This is an optimization exercise on Yosys and OpenROAD, whose aim is small area, not a production implementation.
Function was checked by simulation only, so behaviour that the tests miss may differ from the original.

==> 07-15 <==
==> flow/design.v <==
module median_filter (
    input rst,
    input [7:0] image_input,
    input enable,
    input enable_process,
    input clk,
    output [7:0] image_output
);
    localparam Depth = 8;  
    localparam Width = 6;  
    localparam N = Depth*Width;
    reg [7:0] ring [0:N-1];
    reg [5:0] k;
    integer j;
    always @(posedge clk) begin
        if (enable | enable_process) begin
            ring[0] <= enable ? image_input : ring[N-1];
            for (j = 1; j < N; j = j + 1)
                ring[j] <= ring[j-1];
        end
    end
    always @(posedge clk, posedge rst) begin
        if (rst)
            k <= 6'b111111;
        else if (enable_process)
            k <= k + 6'd1;
    end
    wire top    = (k[2:0] == 3'd0);
    wire bottom = (k[2:0] == 3'd7);
    wire left   = (k[5:3] == 3'd0);
    wire right  = (k[5:3] == 3'd5);
    wire [7:0] x [0:8];
    wire [8:0] valid;
    assign x[0] = ring[0];  assign valid[0] = 1'b1;               
    assign x[1] = ring[1];  assign valid[1] = ~top;               
    assign x[2] = ring[47]; assign valid[2] = ~bottom;            
    assign x[3] = ring[8];  assign valid[3] = ~left;              
    assign x[4] = ring[40]; assign valid[4] = ~right;             
    assign x[5] = ring[9];  assign valid[5] = ~(top | left);      
    assign x[6] = ring[7];  assign valid[6] = ~(bottom | left);   
    assign x[7] = ring[41]; assign valid[7] = ~(top | right);     
    assign x[8] = ring[39]; assign valid[8] = ~(bottom | right);  
    function maj9(input [8:0] v);
        reg lo0, lo1, lo2, me0, me1, me2, hi0, hi1, hi2;
        begin
            lo0 = v[0] & v[1] & v[2]; me0 = (v[0] & v[1]) | (v[0] & v[2]) | (v[1] & v[2]); hi0 = v[0] | v[1] | v[2];
            lo1 = v[3] & v[4] & v[5]; me1 = (v[3] & v[4]) | (v[3] & v[5]) | (v[4] & v[5]); hi1 = v[3] | v[4] | v[5];
            lo2 = v[6] & v[7] & v[8]; me2 = (v[6] & v[7]) | (v[6] & v[8]) | (v[7] & v[8]); hi2 = v[6] | v[7] | v[8];
            lo0 = lo0 | lo1 | lo2;
            me0 = (me0 & me1) | (me0 & me2) | (me1 & me2);
            hi0 = hi0 & hi1 & hi2;
            maj9 = (lo0 & me0) | (lo0 & hi0) | (me0 & hi0);
        end
    endfunction
    reg [8:0] e, free;
    reg [7:0] m;
    integer b, i;
    always @* begin
        free = valid;
        e = 9'd0;
        for (b = 7; b >= 0; b = b - 1) begin
            for (i = 0; i < 9; i = i + 1)
                if (free[i]) e[i] = x[i][b];
            m[b] = maj9(e);
            free = free & ~(e ^ {9{m[b]}});
        end
    end
    assign image_output = m;
endmodule
==> flow/run.sh <==
#!/bin/bash
# synth_recipe.tcl (not shown) runs the flow's synth.tcl, then flattens the netlist and writes it again
# the make line also repeats each setting of config.mk as NAME=value (left out here)
make -C /OpenROAD-flow-scripts/flow DESIGN_CONFIG=/design/flow/config.mk WORK_HOME=/design/flow/orfs CLKGATE_MAP_FILE= SYNTH_SCRIPT=/design/flow/synth_recipe.tcl finish
==> flow/config.mk <==
export PLATFORM = sky130hd
export DESIGN_NAME = median_filter
export DESIGN_NICKNAME = median_filter
export VERILOG_FILES = /design/flow/design.v
export SDC_FILE = /design/flow/constraint.sdc
export NUM_CORES = 8
export LEC_CHECK = 0
export ABC_AREA = 1
export CAP_MARGIN = 20
export CORE_MARGIN = 2
export CORE_UTILIZATION = 50
export CTS_BUF_LIST = sky130_fd_sc_hd__clkbuf_2
export PLACE_DENSITY = 0.6
export SLEW_MARGIN = 20
==> flow/constraint.sdc <==
create_clock -name core_clock -period 50.0 [get_ports {clk}]
set_input_delay 10.0000 -clock core_clock [delete_from_list [all_inputs] [get_ports {clk}]]
set_output_delay 10.0000 -clock core_clock [all_outputs]
set_load 0.01 [all_outputs]
==> inputs of 12-01, as changes to 07-15 <==
==> flow/design.v, changed modules only <==
module median_filter (
    input rst,
    input [7:0] image_input,
    input enable,
    input enable_process,
    input clk,
    output [7:0] image_output
);
    localparam Depth = 8;  
    localparam Width = 6;  
    localparam N = Depth*Width;
    reg [8*N-1:0] ring;
    reg [3:0] row;
    reg [2:0] col;
    wire [8*N-1:0] ring_next;
    wire rotate = enable_process & ~enable;  
    wire shift = enable | enable_process;
    ring_step #(.N(N)) step (.ring(ring), .image_input(image_input),
        .load(enable), .rotate(rotate), .shift(shift), .hold(~shift),
        .ring_next(ring_next));
    always @(posedge clk)
        ring <= ring_next;
    wire top    = ~row[3] & ~row[0];
    wire bottom = row[3] & ~row[2];
    wire left   = ~col[2] & ~col[0];
    wire right  = col[2] & ~col[1];
    always @(posedge clk, posedge rst) begin
        if (rst) begin
            row <= 4'b1000;
            col <= 3'b100;
        end else if (enable_process) begin
            row <= {row[2:0], ~row[3]};
            if (bottom)
                col <= {col[1:0], ~col[2]};
        end
    end
    wire [7:0] x [0:8];
    wire [8:0] valid;
    assign x[0] = ring[7:0];  assign valid[0] = 1'b1;               
    assign x[1] = ring[15:8];  assign valid[1] = ~top;               
    assign x[2] = ring[383:376]; assign valid[2] = ~bottom;            
    assign x[3] = ring[71:64];  assign valid[3] = ~left;              
    assign x[4] = ring[327:320]; assign valid[4] = ~right;             
    assign x[5] = ring[79:72];  assign valid[5] = ~(top | left);      
    assign x[6] = ring[63:56];  assign valid[6] = ~(bottom | left);   
    assign x[7] = ring[335:328]; assign valid[7] = ~(top | right);     
    assign x[8] = ring[319:312]; assign valid[8] = ~(bottom | right);  
    function maj9(input [8:0] v);
        reg lo0, lo1, lo2, me0, me1, me2, hi0, hi1, hi2;
        begin
            lo0 = v[0] & v[1] & v[2]; me0 = (v[0] & v[1]) | (v[0] & v[2]) | (v[1] & v[2]); hi0 = v[0] | v[1] | v[2];
            lo1 = v[3] & v[4] & v[5]; me1 = (v[3] & v[4]) | (v[3] & v[5]) | (v[4] & v[5]); hi1 = v[3] | v[4] | v[5];
            lo2 = v[6] & v[7] & v[8]; me2 = (v[6] & v[7]) | (v[6] & v[8]) | (v[7] & v[8]); hi2 = v[6] | v[7] | v[8];
            lo0 = lo0 | lo1 | lo2;
            me0 = (me0 & me1) | (me0 & me2) | (me1 & me2);
            hi0 = hi0 & hi1 & hi2;
            maj9 = (lo0 & me0) | (lo0 & hi0) | (me0 & hi0);
        end
    endfunction
    reg [8:0] e, lo, hi;
    reg [7:0] m;
    integer b;
    always @* begin
        lo = ~valid;
        hi = 9'd0;
        for (b = 7; b >= 0; b = b - 1) begin
            e = hi | (~lo & {x[8][b], x[7][b], x[6][b], x[5][b], x[4][b],
                             x[3][b], x[2][b], x[1][b], x[0][b]});
            m[b] = maj9(e);
            hi = hi | (e & {9{~m[b]}});
            lo = lo | (~e & {9{m[b]}});
        end
    end
    assign image_output = m;
endmodule
module ring_step #(parameter N = 48) (
    input [8*N-1:0] ring,
    input [7:0] image_input,
    input load,
    input rotate,
    input shift,
    input hold,
    output [8*N-1:0] ring_next
);
    assign ring_next[7:0] = ({8{load}} & image_input) | ({8{rotate}} & ring[8*N-1 -: 8]) |
                            ({8{hold}} & ring[7:0]);
    assign ring_next[8*N-1:8] = ({8*N-8{shift}} & ring[8*N-9:0]) | ({8*N-8{hold}} & ring[8*N-1:8]);
endmodule
==> flow/flow/run.sh (new file) <==
#!/bin/bash
# Layout flow: the standard flow (standard.sh) with
#  - synthesis mapped by an area-oriented ABC script (flow/my_synth.tcl,
#    flow/area.abc); registers are the standard synthesis's,
#  - clock tree synthesis without dummy loads, with small clock buffers,
#  - the smallest buffer for the port buffers,
# Each tool writes its full log under orfs/logs/; make's output goes to run.log.
set -euo pipefail
W=$PWD
export MY_ABC_SCRIPT=$W/flow/area.abc
export FLOW_SYNTH_TCL=$W/synth_recipe.tcl
CTS="-sink_clustering_enable -repair_clock_nets -dont_use_dummy_load -buf_list sky130_fd_sc_hd__clkbuf_4 -sink_clustering_size 12 -sink_clustering_max_diameter 40 -clustering_exponent 2"
bash standard.sh SYNTH_SCRIPT=$W/flow/my_synth.tcl "CTS_ARGS=$CTS" \
  "BUFFER_PORTS_ARGS=-buffer_cell sky130_fd_sc_hd__buf_1" \
  finish > run.log 2>&1
==> flow/flow/area.abc (new file) <==
strash
&get -n
&deepsyn -I 4 -J 20 -S 1
&st
&dch
&nf -R 1000 -C 32 -F 8
&put
topo
==> flow/flow/my_synth.tcl (new file) <==
# The standard synthesis (synth_recipe.tcl, sourced unchanged below) with
# one change: the final technology mapping (the abc command of ORFS's
# synth.tcl) uses the area-oriented ABC script MY_ABC_SCRIPT in place of
# ORFS's, without ABC's buffering and up-sizing. Registers are mapped before
# this step (dfflibmap), so they are the standard synthesis's.
proc abc {args} {
  set i [lsearch -exact $args -script]
  if {$i >= 0} { lset args [expr {$i + 1}] $::env(MY_ABC_SCRIPT) }
  puts "abc with $::env(MY_ABC_SCRIPT): $args"
  yosys abc {*}$args
}
source $::env(FLOW_SYNTH_TCL)
==> flow/standard.sh (new file) <==
#!/bin/bash
# synth_recipe.tcl (not shown) runs the flow's synth.tcl, then flattens the netlist and writes it again
# the make line also repeats each setting of config.mk as NAME=value (left out here)
make -C /OpenROAD-flow-scripts/flow DESIGN_CONFIG=/design/flow/config.mk WORK_HOME=/design/flow/orfs CLKGATE_MAP_FILE= SYNTH_SCRIPT=/design/flow/synth_recipe.tcl "${@:-finish}"
CAP_MARGIN = 0   (was 20)
CORE_UTILIZATION = 70   (was 50)
CTS_BUF_LIST = unset   (was sky130_fd_sc_hd__clkbuf_2)
PLACE_DENSITY = 0.8   (was 0.6)
SLEW_MARGIN = 0   (was 20)
SYNTH_HIERARCHICAL = 1   (was unset)
removed: flow/run.sh
==> inputs of 01-08, as changes to 07-15 <==
==> flow/design.v, changed modules only <==
module median_filter (
    input rst,
    input [7:0] image_input,
    input enable,
    input enable_process,
    input clk,
    output [7:0] image_output
);
    localparam Depth = 8;  
    localparam Width = 6;  
    localparam N = Depth*Width;
    reg [8*N-1:0] ring;
    reg [5:0] k;
    wire [8*N-1:0] ring_next;
    wire [7:0] first = enable ? image_input : ring[8*N-1 -: 8];
    wire shift = enable | enable_process;
    ring_step #(.N(N)) step (.ring(ring), .first(first), .shift(shift),
        .hold(~shift), .ring_next(ring_next));
    always @(posedge clk)
        ring <= ring_next;
    always @(posedge clk, posedge rst) begin
        if (rst)
            k <= 6'b111111;
        else if (enable_process)
            k <= k + 6'd1;
    end
    wire top    = (k[2:0] == 3'd0);
    wire bottom = (k[2:0] == 3'd7);
    wire left   = (k[5:3] == 3'd0);
    wire right  = (k[5:3] == 3'd5);
    wire [7:0] x [0:8];
    wire [8:0] valid;
    assign x[0] = ring[7:0];  assign valid[0] = 1'b1;               
    assign x[1] = ring[15:8];  assign valid[1] = ~top;               
    assign x[2] = ring[383:376]; assign valid[2] = ~bottom;            
    assign x[3] = ring[71:64];  assign valid[3] = ~left;              
    assign x[4] = ring[327:320]; assign valid[4] = ~right;             
    assign x[5] = ring[79:72];  assign valid[5] = ~(top | left);      
    assign x[6] = ring[63:56];  assign valid[6] = ~(bottom | left);   
    assign x[7] = ring[335:328]; assign valid[7] = ~(top | right);     
    assign x[8] = ring[319:312]; assign valid[8] = ~(bottom | right);  
    function maj9(input [8:0] v);
        reg lo0, lo1, lo2, me0, me1, me2, hi0, hi1, hi2;
        begin
            lo0 = v[0] & v[1] & v[2]; me0 = (v[0] & v[1]) | (v[0] & v[2]) | (v[1] & v[2]); hi0 = v[0] | v[1] | v[2];
            lo1 = v[3] & v[4] & v[5]; me1 = (v[3] & v[4]) | (v[3] & v[5]) | (v[4] & v[5]); hi1 = v[3] | v[4] | v[5];
            lo2 = v[6] & v[7] & v[8]; me2 = (v[6] & v[7]) | (v[6] & v[8]) | (v[7] & v[8]); hi2 = v[6] | v[7] | v[8];
            lo0 = lo0 | lo1 | lo2;
            me0 = (me0 & me1) | (me0 & me2) | (me1 & me2);
            hi0 = hi0 & hi1 & hi2;
            maj9 = (lo0 & me0) | (lo0 & hi0) | (me0 & hi0);
        end
    endfunction
    reg [8:0] e, free;
    reg [7:0] m;
    integer b, i;
    always @* begin
        free = valid;
        e = 9'd0;
        for (b = 7; b >= 0; b = b - 1) begin
            for (i = 0; i < 9; i = i + 1)
                if (free[i]) e[i] = x[i][b];
            m[b] = maj9(e);
            free = free & ~(e ^ {9{m[b]}});
        end
    end
    assign image_output = m;
endmodule
module ring_step #(parameter N = 48) (
    input [8*N-1:0] ring,
    input [7:0] first,
    input shift,
    input hold,
    output [8*N-1:0] ring_next
);
    assign ring_next = ({8*N{shift}} & {ring[8*N-9:0], first}) | ({8*N{hold}} & ring);
endmodule
==> flow/flow/run.sh (new file) <==
#!/bin/bash
# Layout flow: the standard flow (standard.sh) with
#  - synthesis mapped by an area-oriented ABC script (flow/my_synth.tcl),
#  - clock tree synthesis without dummy loads, with small clock buffers,
#  - the smallest buffer for the port buffers.
# Each tool writes its full log under orfs/logs/; make's output goes to run.log.
set -euo pipefail
W=$PWD
export MY_ABC_SCRIPT=$W/flow/area.abc
export FLOW_SYNTH_TCL=$W/synth_recipe.tcl
CTS="-sink_clustering_enable -repair_clock_nets -dont_use_dummy_load -buf_list sky130_fd_sc_hd__clkbuf_16 -sink_clustering_size 40 -sink_clustering_max_diameter 60"
bash standard.sh SYNTH_SCRIPT=$W/flow/my_synth.tcl "CTS_ARGS=$CTS" \
  "BUFFER_PORTS_ARGS=-buffer_cell sky130_fd_sc_hd__buf_1" finish > run.log 2>&1
==> flow/flow/area.abc (new file) <==
strash
&get -n
&deepsyn -I 4 -J 20 -S 1
&st
&dch
&nf -R 1000
&put
topo
==> flow/flow/my_synth.tcl (new file) <==
# The standard synthesis (synth_recipe.tcl, sourced unchanged below) with
# one change: the final technology mapping (the abc command of ORFS's
# synth.tcl) uses the area-oriented ABC script MY_ABC_SCRIPT in place of
# ORFS's, without ABC's buffering and up-sizing. Registers are mapped before
# this step (dfflibmap), so they are the standard synthesis's.
proc abc {args} {
  set i [lsearch -exact $args -script]
  if {$i >= 0} { lset args [expr {$i + 1}] $::env(MY_ABC_SCRIPT) }
  puts "abc with $::env(MY_ABC_SCRIPT): $args"
  yosys abc {*}$args
}
source $::env(FLOW_SYNTH_TCL)
==> flow/standard.sh (new file) <==
#!/bin/bash
# synth_recipe.tcl (not shown) runs the flow's synth.tcl, then flattens the netlist and writes it again
# the make line also repeats each setting of config.mk as NAME=value (left out here)
make -C /OpenROAD-flow-scripts/flow DESIGN_CONFIG=/design/flow/config.mk WORK_HOME=/design/flow/orfs CLKGATE_MAP_FILE= SYNTH_SCRIPT=/design/flow/synth_recipe.tcl "${@:-finish}"
CORE_UTILIZATION = 60   (was 50)
CTS_BUF_LIST = unset   (was sky130_fd_sc_hd__clkbuf_2)
PLACE_DENSITY = 0.7   (was 0.6)
SYNTH_HIERARCHICAL = 1   (was unset)
removed: flow/run.sh
==> qor.log <==
INFO  hold_path      hold-path-endpoint=ring[60]
INFO  die            dieWidth=142µm
INFO  finish         inv_count=33
INFO  place          placed_cells=1,419
INFO  hold_path      min_from=ring[52]
INFO  status         run_status=complete, no violations
INFO  sta            finalCriticalPeriod=26,190ps
INFO  logic_synthesis synth.top_cells.by_count=dfxtp_1, a22o_1, a21oi_1, nand2_1, o21ai_0
INFO  sta            max_slew_margin=0.153
INFO  logic_synthesis synth_cell_type_count=39
INFO  finish         final_nets=1,241
INFO  detailed_routing met3WireLength=960µm
INFO  critical_path  worst-path-stages=53
INFO  die            rows=50
INFO  finish         layout.cells.most_common=dfxtp_1
the above is filed under 12-01

==> qor.log <==
INFO  place          placed_cells=1,510
INFO  detailed_routing met3WireLength=858µm
INFO  finish         final_cell_mix=a22o_1, dfxtp_1, nand2_1
INFO  die            rows=55
INFO  finish         layout.cells.most_common=a22o_1
INFO  logic_synthesis synth.top_cells.by_count=a22o_1, dfxtp_1, a21oi_1, nand2_1, nor2_1
INFO  logic_synthesis synth_cell_type_count=38
INFO  hold_path      hold-path-endpoint=ring[277]
INFO  hold_path      min_from=ring[269]
INFO  logic_synthesis ys_seq_elements=390
INFO  sta            max_slew_margin=0.296
INFO  status         run_status=complete, no violations
INFO  finish         final_nets=1,268
INFO  die            dieWidth=155µm
INFO  finish         inv_count=29
the above is filed under 01-08

==> qor.log <==
INFO  critical_path  worst-path-stages=73
INFO  hold_path      hold-path-endpoint=ring[38][1]
INFO  die            dieWidth=182µm
INFO  finish         final_clock_cell_share=0.0480
INFO  finish         layout.cells.most_common=edfxtp_1
INFO  hold_path      min_from=ring[37][1]
INFO  status         run_status=complete, no violations
INFO  finish         inv_count=169
INFO  clocking       cts_sinks=390
INFO  logic_synthesis synth.top_cells.by_count=edfxtp_1, nand2_1, inv_1, nand3_1, nand4_1
INFO  detailed_routing met3WireLength=1590µm
the above is filed under 07-15

[re-timing with driven ports]
How much do the figures lean on ideal ports? The routed layouts below were timed once more, with nothing changed but the port constraints. Step 1 sets driving cells, clkbuf_16 on the clock port and buf_2 on the other inputs (assumed; they add their load-dependent delay and slew). Step 2 moves the port delays by t, midway between the first and last clock arrival at a register: inputs arrive t later, outputs are due t later. That takes back most of the time a late clock gives input paths. a / b / c = no drivers / after step 1 / after step 2; a / b = the first two.
| run | shift t [ns] | setup slack, ns | worst setup path at the end |
|---|---|---|---|
| 07-15 | 1.006 | 28.405 / 28.357 / 29.364 | register to output |
| 12-01 | 0.656 | 23.811 / 23.769 / 24.425 | register to output |
| 01-08 | 0.559 | 23.506 / 23.461 / 24.020 | register to output |
After both steps every run listed still meets setup and hold.
